This is an optimization exercise on Yosys and OpenROAD, whose aim is small area, not a production implementation.
In this exercise RTL edits were held to simulation tests only and were not proved equivalent to the original.
Power figures rest on the tool's default switching activity, not on a simulated workload.

==> run a: inputs <==
==> flow/design.v (excerpt) <==
module playrec(
	input			CLOCK_50, reset,
	output reg	[21:0]	ram_addr,
	output	[15:0]	ram_data_in,
	output			ram_read, ram_write,
	input	[15:0]	ram_data_out,
	input			ram_valid, ram_waitrq,
	output	[15:0]	audio_out,
	input	[15:0]	audio_in,
	input			audio_out_allowed, audio_in_available,
	output			write_audio_out, read_audio_in,
	input			play, record, pause,
	input	[1:0]	speed,
	input [2:0] sel
);
reg signed [15:0] x1, x2, x3, x4, x5, x6, x7, x8;
always @(posedge CLOCK_50) begin
  x1 <= audio_in; x2 <= x1; x3 <= x2; x4 <= x3;
  x5 <= x4; x6 <= x5; x7 <= x6; x8 <= x7;
end
wire signed [15:0] pa2 = x1;
wire [16:0] sn2_a = {pa2[15], pa2};
wire [16:0] sn2_b = {x6[15], x6};
wire signed [16:0] sn2;
wire sn2_s1, sn2_c2;
ha_cell u_sn2_s1 (.a(sn2_a[0]), .b(sn2_b[0]), .s(sn2_s1), .k(sn2_c2));
assign sn2[0] = sn2_s1;
wire sn2_s3, sn2_c4;
fa_cell u_sn2_s3 (.a(sn2_a[1]), .b(sn2_b[1]), .c(sn2_c2), .s(sn2_s3), .k(sn2_c4));
assign sn2[1] = sn2_s3;
wire sn2_s5, sn2_c6;
fa_cell u_sn2_s5 (.a(sn2_a[2]), .b(sn2_b[2]), .c(sn2_c4), .s(sn2_s5), .k(sn2_c6));
assign sn2[2] = sn2_s5;
wire sn2_s7, sn2_c8;
fa_cell u_sn2_s7 (.a(sn2_a[3]), .b(sn2_b[3]), .c(sn2_c6), .s(sn2_s7), .k(sn2_c8));
assign sn2[3] = sn2_s7;
wire sn2_s9, sn2_c10;
fa_cell u_sn2_s9 (.a(sn2_a[4]), .b(sn2_b[4]), .c(sn2_c8), .s(sn2_s9), .k(sn2_c10));
assign sn2[4] = sn2_s9;
wire sn2_s11, sn2_c12;
fa_cell u_sn2_s11 (.a(sn2_a[5]), .b(sn2_b[5]), .c(sn2_c10), .s(sn2_s11), .k(sn2_c12));
assign sn2[5] = sn2_s11;
wire sn2_s13, sn2_c14;
fa_cell u_sn2_s13 (.a(sn2_a[6]), .b(sn2_b[6]), .c(sn2_c12), .s(sn2_s13), .k(sn2_c14));
assign sn2[6] = sn2_s13;
wire sn2_s15, sn2_c16;
fa_cell u_sn2_s15 (.a(sn2_a[7]), .b(sn2_b[7]), .c(sn2_c14), .s(sn2_s15), .k(sn2_c16));
assign sn2[7] = sn2_s15;
wire sn2_s17, sn2_c18;
fa_cell u_sn2_s17 (.a(sn2_a[8]), .b(sn2_b[8]), .c(sn2_c16), .s(sn2_s17), .k(sn2_c18));
assign sn2[8] = sn2_s17;
wire sn2_s19, sn2_c20;
fa_cell u_sn2_s19 (.a(sn2_a[9]), .b(sn2_b[9]), .c(sn2_c18), .s(sn2_s19), .k(sn2_c20));
assign sn2[9] = sn2_s19;
wire sn2_s21, sn2_c22;
fa_cell u_sn2_s21 (.a(sn2_a[10]), .b(sn2_b[10]), .c(sn2_c20), .s(sn2_s21), .k(sn2_c22));
assign sn2[10] = sn2_s21;
wire sn2_s23, sn2_c24;
fa_cell u_sn2_s23 (.a(sn2_a[11]), .b(sn2_b[11]), .c(sn2_c22), .s(sn2_s23), .k(sn2_c24));
assign sn2[11] = sn2_s23;
wire sn2_s25, sn2_c26;
  ...
export LEC_CHECK = 0
export CAP_MARGIN = 20
export CORE_MARGIN = 2
export CORE_UTILIZATION = 40
export SETUP_SLACK_MARGIN = 0
export SLEW_MARGIN = 20
export SYNTH_HIERARCHICAL = 1
export SYNTH_MINIMUM_KEEP_SIZE = 0
create_clock -name core_clock -period 10.0 [get_ports {CLOCK_50}]
standard.sh (not shown) runs the stock make flow with config.mk's settings and CLKGATE_MAP_FILE= SYNTH_SCRIPT=/design/flow/synth_recipe.tcl, a recipe that flattens the netlist after the stock synthesis.
==> flow/flow/run.sh <==
#!/bin/bash
# Standard ORFS layout (the standard.sh, unchanged synthesis) with two
# layout-only choices passed to the ORFS scripts:
#  - port buffers use the smallest buffer cell (every port is still buffered)
#  - clock tree synthesis without dummy loads
set -euo pipefail
export BUFFER_PORTS_ARGS="-buffer_cell sky130_fd_sc_hd__buf_1"
export CTS_ARGS="-sink_clustering_enable -repair_clock_nets -dont_use_dummy_load -buf_list sky130_fd_sc_hd__clkbuf_4 -sink_clustering_size 10 -sink_clustering_max_diameter 50"
bash standard.sh > standard_flow.log 2>&1
==> run b: changes against run a <==
--- a/flow/design.v
+++ b/flow/design.v
@@ -743,18 +743,113 @@
 fa_cell u_t_s444 (.a(t_c351), .b(t_s398), .c(t_c397), .s(t_s444), .k(t_c445));
 wire t_s446, t_c447;
 fa_cell u_t_s446 (.a(t_c355), .b(t_s400), .c(t_c399), .s(t_s446), .k(t_c447));
 wire t_s448, t_c449;
 fa_cell u_t_s448 (.a(t_c357), .b(t_s402), .c(t_c401), .s(t_s448), .k(t_c449));
 wire t_x450 = rb175_c23 ^ rb207_c23 ^ t_c403;
 wire [23:0] ta = {t_c449, t_c447, t_c445, t_c443, t_c441, t_c439, t_c437, t_c435, t_c433, t_c431, t_c429, t_c427, t_c425, t_c423, t_c421, t_c419, t_c417, t_c415, t_c413, t_c411, t_c409, t_c407, t_c405, t_s404};
 wire [23:0] tb = {t_x450, t_s448, t_s446, t_s444, t_s442, t_s440, t_s438, t_s436, t_s434, t_s432, t_s430, t_s428, t_s426, t_s424, t_s422, t_s420, t_s418, t_s416, t_s414, t_s412, t_s410, t_s408, t_s406, t_s274};
-wire [23:0] tsum = ta + tb;
-assign ram_data_in = tsum[23:8];
+wire [23:0] fg = ta & tb, fp = ta ^ tb;
+wire lg1 = fg[1] | (fp[1] & fg[0]);
+wire lp1 = fp[1] & fp[0];
+wire lg2 = fg[3] | (fp[3] & fg[2]);
+wire lp2 = fp[3] & fp[2];
+wire lg3 = fg[5] | (fp[5] & fg[4]);
+wire lp3 = fp[5] & fp[4];
+wire lg4 = fg[7] | (fp[7] & fg[6]);
+wire lp4 = fp[7] & fp[6];
+wire lg5 = lg2 | (lp2 & lg1);
+wire lp5 = lp2 & lp1;
+wire lg6 = lg4 | (lp4 & lg3);
+wire lp6 = lp4 & lp3;
+wire lg7 = lg6 | (lp6 & lg5);
+wire lp7 = lp6 & lp5;
+wire c8 = lg7;
+wire pg1 = fg[9] | (fp[9] & fg[8]);
+wire pp1 = fp[9] & fp[8];
+wire pg2 = fg[11] | (fp[11] & fg[10]);
+wire pp2 = fp[11] & fp[10];
+wire pg3 = fg[13] | (fp[13] & fg[12]);
+wire pp3 = fp[13] & fp[12];
+wire pg4 = fg[15] | (fp[15] & fg[14]);
+wire pp4 = fp[15] & fp[14];
+wire pg5 = fg[17] | (fp[17] & fg[16]);
+wire pp5 = fp[17] & fp[16];
+wire pg6 = fg[19] | (fp[19] & fg[18]);
+wire pp6 = fp[19] & fp[18];
+wire pg7 = fg[21] | (fp[21] & fg[20]);
+wire pp7 = fp[21] & fp[20];
+wire pg8 = fg[23] | (fp[23] & fg[22]);
+wire pp8 = fp[23] & fp[22];
+wire pg9 = fg[10] | (fp[10] & pg1);
+wire pp9 = fp[10] & pp1;
+wire pg10 = pg2 | (pp2 & pg1);
+wire pp10 = pp2 & pp1;
+wire pg11 = fg[14] | (fp[14] & pg3);
+wire pp11 = fp[14] & pp3;
+wire pg12 = pg4 | (pp4 & pg3);
+wire pp12 = pp4 & pp3;
+wire pg13 = fg[18] | (fp[18] & pg5);
+wire pp13 = fp[18] & pp5;
+wire pg14 = pg6 | (pp6 & pg5);
+wire pp14 = pp6 & pp5;
+wire pg15 = fg[22] | (fp[22] & pg7);
+wire pp15 = fp[22] & pp7;
+wire pg16 = pg8 | (pp8 & pg7);
+wire pp16 = pp8 & pp7;
+wire pg17 = fg[12] | (fp[12] & pg10);
+wire pp17 = fp[12] & pp10;
+wire pg18 = pg3 | (pp3 & pg10);
+wire pp18 = pp3 & pp10;
+wire pg19 = pg11 | (pp11 & pg10);
+wire pp19 = pp11 & pp10;
+wire pg20 = pg12 | (pp12 & pg10);
+wire pp20 = pp12 & pp10;
+wire pg21 = fg[20] | (fp[20] & pg14);
+wire pp21 = fp[20] & pp14;
+wire pg22 = pg7 | (pp7 & pg14);
+wire pp22 = pp7 & pp14;
+wire pg23 = pg15 | (pp15 & pg14);
+wire pp23 = pp15 & pp14;
+wire pg24 = pg16 | (pp16 & pg14);
+wire pp24 = pp16 & pp14;
+wire pg25 = fg[16] | (fp[16] & pg20);
+wire pp25 = fp[16] & pp20;
+wire pg26 = pg5 | (pp5 & pg20);
+wire pp26 = pp5 & pp20;
+wire pg27 = pg13 | (pp13 & pg20);
+wire pp27 = pp13 & pp20;
+wire pg28 = pg14 | (pp14 & pg20);
+wire pp28 = pp14 & pp20;
+wire pg29 = pg21 | (pp21 & pg20);
+wire pp29 = pp21 & pp20;
+wire pg30 = pg22 | (pp22 & pg20);
+wire pp30 = pp22 & pp20;
+wire pg31 = pg23 | (pp23 & pg20);
+wire pp31 = pp23 & pp20;
+wire pg32 = pg24 | (pp24 & pg20);
+wire pp32 = pp24 & pp20;
+wire cc33 = fg[8] | (fp[8] & c8);
+wire cc34 = pg1 | (pp1 & c8);
+wire cc35 = pg9 | (pp9 & c8);
+wire cc36 = pg10 | (pp10 & c8);
+wire cc37 = pg17 | (pp17 & c8);
+wire cc38 = pg18 | (pp18 & c8);
+wire cc39 = pg19 | (pp19 & c8);
+wire cc40 = pg20 | (pp20 & c8);
+wire cc41 = pg25 | (pp25 & c8);
+wire cc42 = pg26 | (pp26 & c8);
+wire cc43 = pg27 | (pp27 & c8);
+wire cc44 = pg28 | (pp28 & c8);
+wire cc45 = pg29 | (pp29 & c8);
+wire cc46 = pg30 | (pp30 & c8);
+wire cc47 = pg31 | (pp31 & c8);
+wire [15:0] hc = {cc47, cc46, cc45, cc44, cc43, cc42, cc41, cc40, cc39, cc38, cc37, cc36, cc35, cc34, cc33, c8};
+assign ram_data_in = fp[23:8] ^ hc;
 reg [2:0] st, streg;
 localparam	st_start = 0,
 			st_rc_audio_wait = 1,
 			st_rc_ram_nextaddr = 2,
 			st_rc_ram_wait = 3,
 			st_pl_ram_rd = 4,
 			st_pl_audio_wait = 5,
 			st_pl_ram_nextaddr = 6,
==> flow/flow/run.sh (replaced) <==
#!/bin/bash
# Standard ORFS layout (the standard.sh, unchanged synthesis) with two
# layout-only choices passed to the ORFS scripts:
#  - port buffers use the smallest buffer cell (every port is still buffered)
#  - clock tree synthesis without dummy loads
set -euo pipefail
export BUFFER_PORTS_ARGS="-buffer_cell sky130_fd_sc_hd__buf_1"
export CTS_ARGS="-sink_clustering_enable -repair_clock_nets -dont_use_dummy_load -buf_list sky130_fd_sc_hd__clkbuf_4 -sink_clustering_size 12 -sink_clustering_max_diameter 45"
bash standard.sh > standard_flow.log 2>&1
Settings changed: SETUP_SLACK_MARGIN 0 to 0.05.
==> comparison <==
Run b completed without violations. Run a ran to the end with no violations. Between run b and run a, the lower core utilization is in run b (gap 0.28 points). Between run b and run a, the lower sequential share of layout area is in run a (gap 0.28 points). Of run b and run a, run a has the higher combinational power (gap about 4%, measured against run a). Between run a and run b, the lower non-clock buffer count is in run b (gap 5). Of run a and run b, run a has the higher wire length (gap 4.3%, measured against run b). In sequential power, run b and run a hardly differ. Hold slack: run a is lower than run b (0.011 ns). Of run a and run b, run a has the higher final cell count (gap about 2.4%, measured against run b). Clock power: run a is larger than run b (about 4%).

========
==> inputs of harbor <==
Another version of the RTL of playrec (not shown whole).
// playrec
module playrec(
	input			CLOCK_50, reset,
	output reg	[21:0]	ram_addr,
	output	[15:0]	ram_data_in,
	output			ram_read, ram_write,
	input	[15:0]	ram_data_out,
	input			ram_valid, ram_waitrq,
	output	[15:0]	audio_out,
	input	[15:0]	audio_in,
	input			audio_out_allowed, audio_in_available,
	output			write_audio_out, read_audio_in,
	input			play, record, pause,
	input	[1:0]	speed,
	input [2:0] sel
);
reg signed [15:0] x1, x2, x3, x4, x5, x6, x7, x8;
always @(posedge CLOCK_50) begin
  x1 <= audio_in; x2 <= x1; x3 <= x2; x4 <= x3;
  x5 <= x4; x6 <= x5; x7 <= x6; x8 <= x7;
end
wire signed [15:0] pa1 = audio_in;
wire [16:0] sn1_a = {pa1[15], pa1};
wire [16:0] sn1_b = {x7[15], x7};
wire signed [16:0] sn1;
wire sn1_s1, sn1_c2;
ha_cell u_sn1_s1 (.a(sn1_a[0]), .b(sn1_b[0]), .s(sn1_s1), .k(sn1_c2));
assign sn1[0] = sn1_s1;
wire sn1_s3, sn1_c4;
fa_cell u_sn1_s3 (.a(sn1_a[1]), .b(sn1_b[1]), .c(sn1_c2), .s(sn1_s3), .k(sn1_c4));
assign sn1[1] = sn1_s3;
wire sn1_s5, sn1_c6;
fa_cell u_sn1_s5 (.a(sn1_a[2]), .b(sn1_b[2]), .c(sn1_c4), .s(sn1_s5), .k(sn1_c6));
assign sn1[2] = sn1_s5;
wire sn1_s7, sn1_c8;
fa_cell u_sn1_s7 (.a(sn1_a[3]), .b(sn1_b[3]), .c(sn1_c6), .s(sn1_s7), .k(sn1_c8));
assign sn1[3] = sn1_s7;
wire sn1_s9, sn1_c10;
fa_cell u_sn1_s9 (.a(sn1_a[4]), .b(sn1_b[4]), .c(sn1_c8), .s(sn1_s9), .k(sn1_c10));
assign sn1[4] = sn1_s9;
wire sn1_s11, sn1_c12;
fa_cell u_sn1_s11 (.a(sn1_a[5]), .b(sn1_b[5]), .c(sn1_c10), .s(sn1_s11), .k(sn1_c12));
assign sn1[5] = sn1_s11;
wire sn1_s13, sn1_c14;
fa_cell u_sn1_s13 (.a(sn1_a[6]), .b(sn1_b[6]), .c(sn1_c12), .s(sn1_s13), .k(sn1_c14));
assign sn1[6] = sn1_s13;
  ...
==> flow/config.mk <==
export PLATFORM = sky130hd
export DESIGN_NAME = playrec
export DESIGN_NICKNAME = playrec
export VERILOG_FILES = /design/flow/design.v
export SDC_FILE = /design/flow/constraint.sdc
export NUM_CORES = 4
export LEC_CHECK = 0
export CAP_MARGIN = 20
export CORE_MARGIN = 2
export CORE_UTILIZATION = 40
export SETUP_SLACK_MARGIN = 0.2
export SLEW_MARGIN = 20
export SYNTH_HIERARCHICAL = 1
export SYNTH_MINIMUM_KEEP_SIZE = 0
==> flow/constraint.sdc <==
create_clock -name core_clock -period 10.0 [get_ports {CLOCK_50}]
set_input_delay 2.0000 -clock core_clock [delete_from_list [all_inputs] [get_ports {CLOCK_50}]]
set_output_delay 2.0000 -clock core_clock [all_outputs]
set_load 0.01 [all_outputs]
==> flow/flow/run.sh <==
#!/bin/bash
# Standard ORFS layout (the standard.sh, unchanged synthesis) with two
# layout-only choices passed to the ORFS scripts:
#  - port buffers use the smallest buffer cell (every port is still buffered)
#  - clock tree synthesis without dummy loads
set -euo pipefail
export BUFFER_PORTS_ARGS="-buffer_cell sky130_fd_sc_hd__buf_1"
export CTS_ARGS="-sink_clustering_enable -repair_clock_nets -dont_use_dummy_load -buf_list sky130_fd_sc_hd__clkbuf_4 -sink_clustering_size 10 -sink_clustering_max_diameter 50"
bash standard.sh > standard_flow.log 2>&1
==> violet (differences from harbor) <==
Settings changed: CORE_UTILIZATION 40 to 60.
==> flow_results.org <==
** Worst setup path
- The worst register-to-register path has a setup slack of 2.82 ns.
- The startpoint identified for the worst register-to-register timing path is x2[0]$_DFF_P_.

** Place
- Post-placement worst setup slack :: between 0.2 and 0.25 ns

** Run status
- The flow ran to the end and the layout has no timing, DRC or antenna violations.

** Layout
- Once layout is complete, the utilization of the core stands at 0.4380.
- Fill cell count :: between 2k and 3k

** Global route
- The via count of the first global-routing pass was 9032.
- Aggregate global-route resource usage :: 0.1966

** Route
- Met1 WL :: 15070 um
- Total via count in the routed design :: 8641

** Die
- For this configuration, the core starts out at a cell density of 0.4074.
- Placeable Area :: 31640 sq um

** Clocking
- After clock tree synthesis, the clock-pin slew on the worst setup and hold paths is 0.10 ns.
(the above is from harbor)
==> flow_results.org <==
** Die
- Placeable Area :: 21020 sq um
- Starting utilization of the core area :: 0.6132

** Worst setup path
- The worst register-to-register path begins at x4[0]$_DFF_P_.

** Route
- After detailed routing, the wire length on met1 is 14300 um.
- Total via count in the routed design :: 8657

** Layout
- Post-route core utilization :: 0.6516
- Fill cell count :: 1651

** Clocking
- After clock tree synthesis, the clock-pin slew on the worst setup and hold paths is 0.09 ns.

** Run status
- Run status :: timing/DRC/antenna clean

** Global route
- Number of global-route vias before repair :: 8997
- Aggregate global-route resource usage :: 0.2932

** Place
- Before CTS, the worst setup slack after placement is 0.3176 ns.
(the above is from violet)

## static timing again, ports no longer ideal
Ports are ideal in the flow. The routed layouts listed here were re-timed in OpenROAD. Step 1: set_driving_cell puts a clkbuf_16 on CLOCK_50 and a buf_2 on each other input, an assumption about the parent block. Step 2, shift: input delay + t, output delay - t, t = (earliest + latest rising clock arrival at the registers) / 2. This alone moves slack from input paths to output paths. Slacks: ideal ports / drivers / drivers and shift; pairs: ideal ports / drivers.
run | shift t [ns] | setup WS [ns] | clock arrival spread, ns
run a | 0.697 | 0.489 / 0.468 / 0.468 | 0.075 / 0.075
run b | 0.679 | 0.399 / 0.380 / 0.380 | 0.129 / 0.129
harbor | 0.669 | 0.371 / 0.347 / 0.347 | 0.103 / 0.103
violet | 0.684 | 0.415 / 0.390 / 0.390 | 0.057 / 0.057
After both steps every run listed still meets setup and hold. The setup slack of violet, which loses most, moves by -0.025 ns with the drivers and by -0.025 ns with both steps.
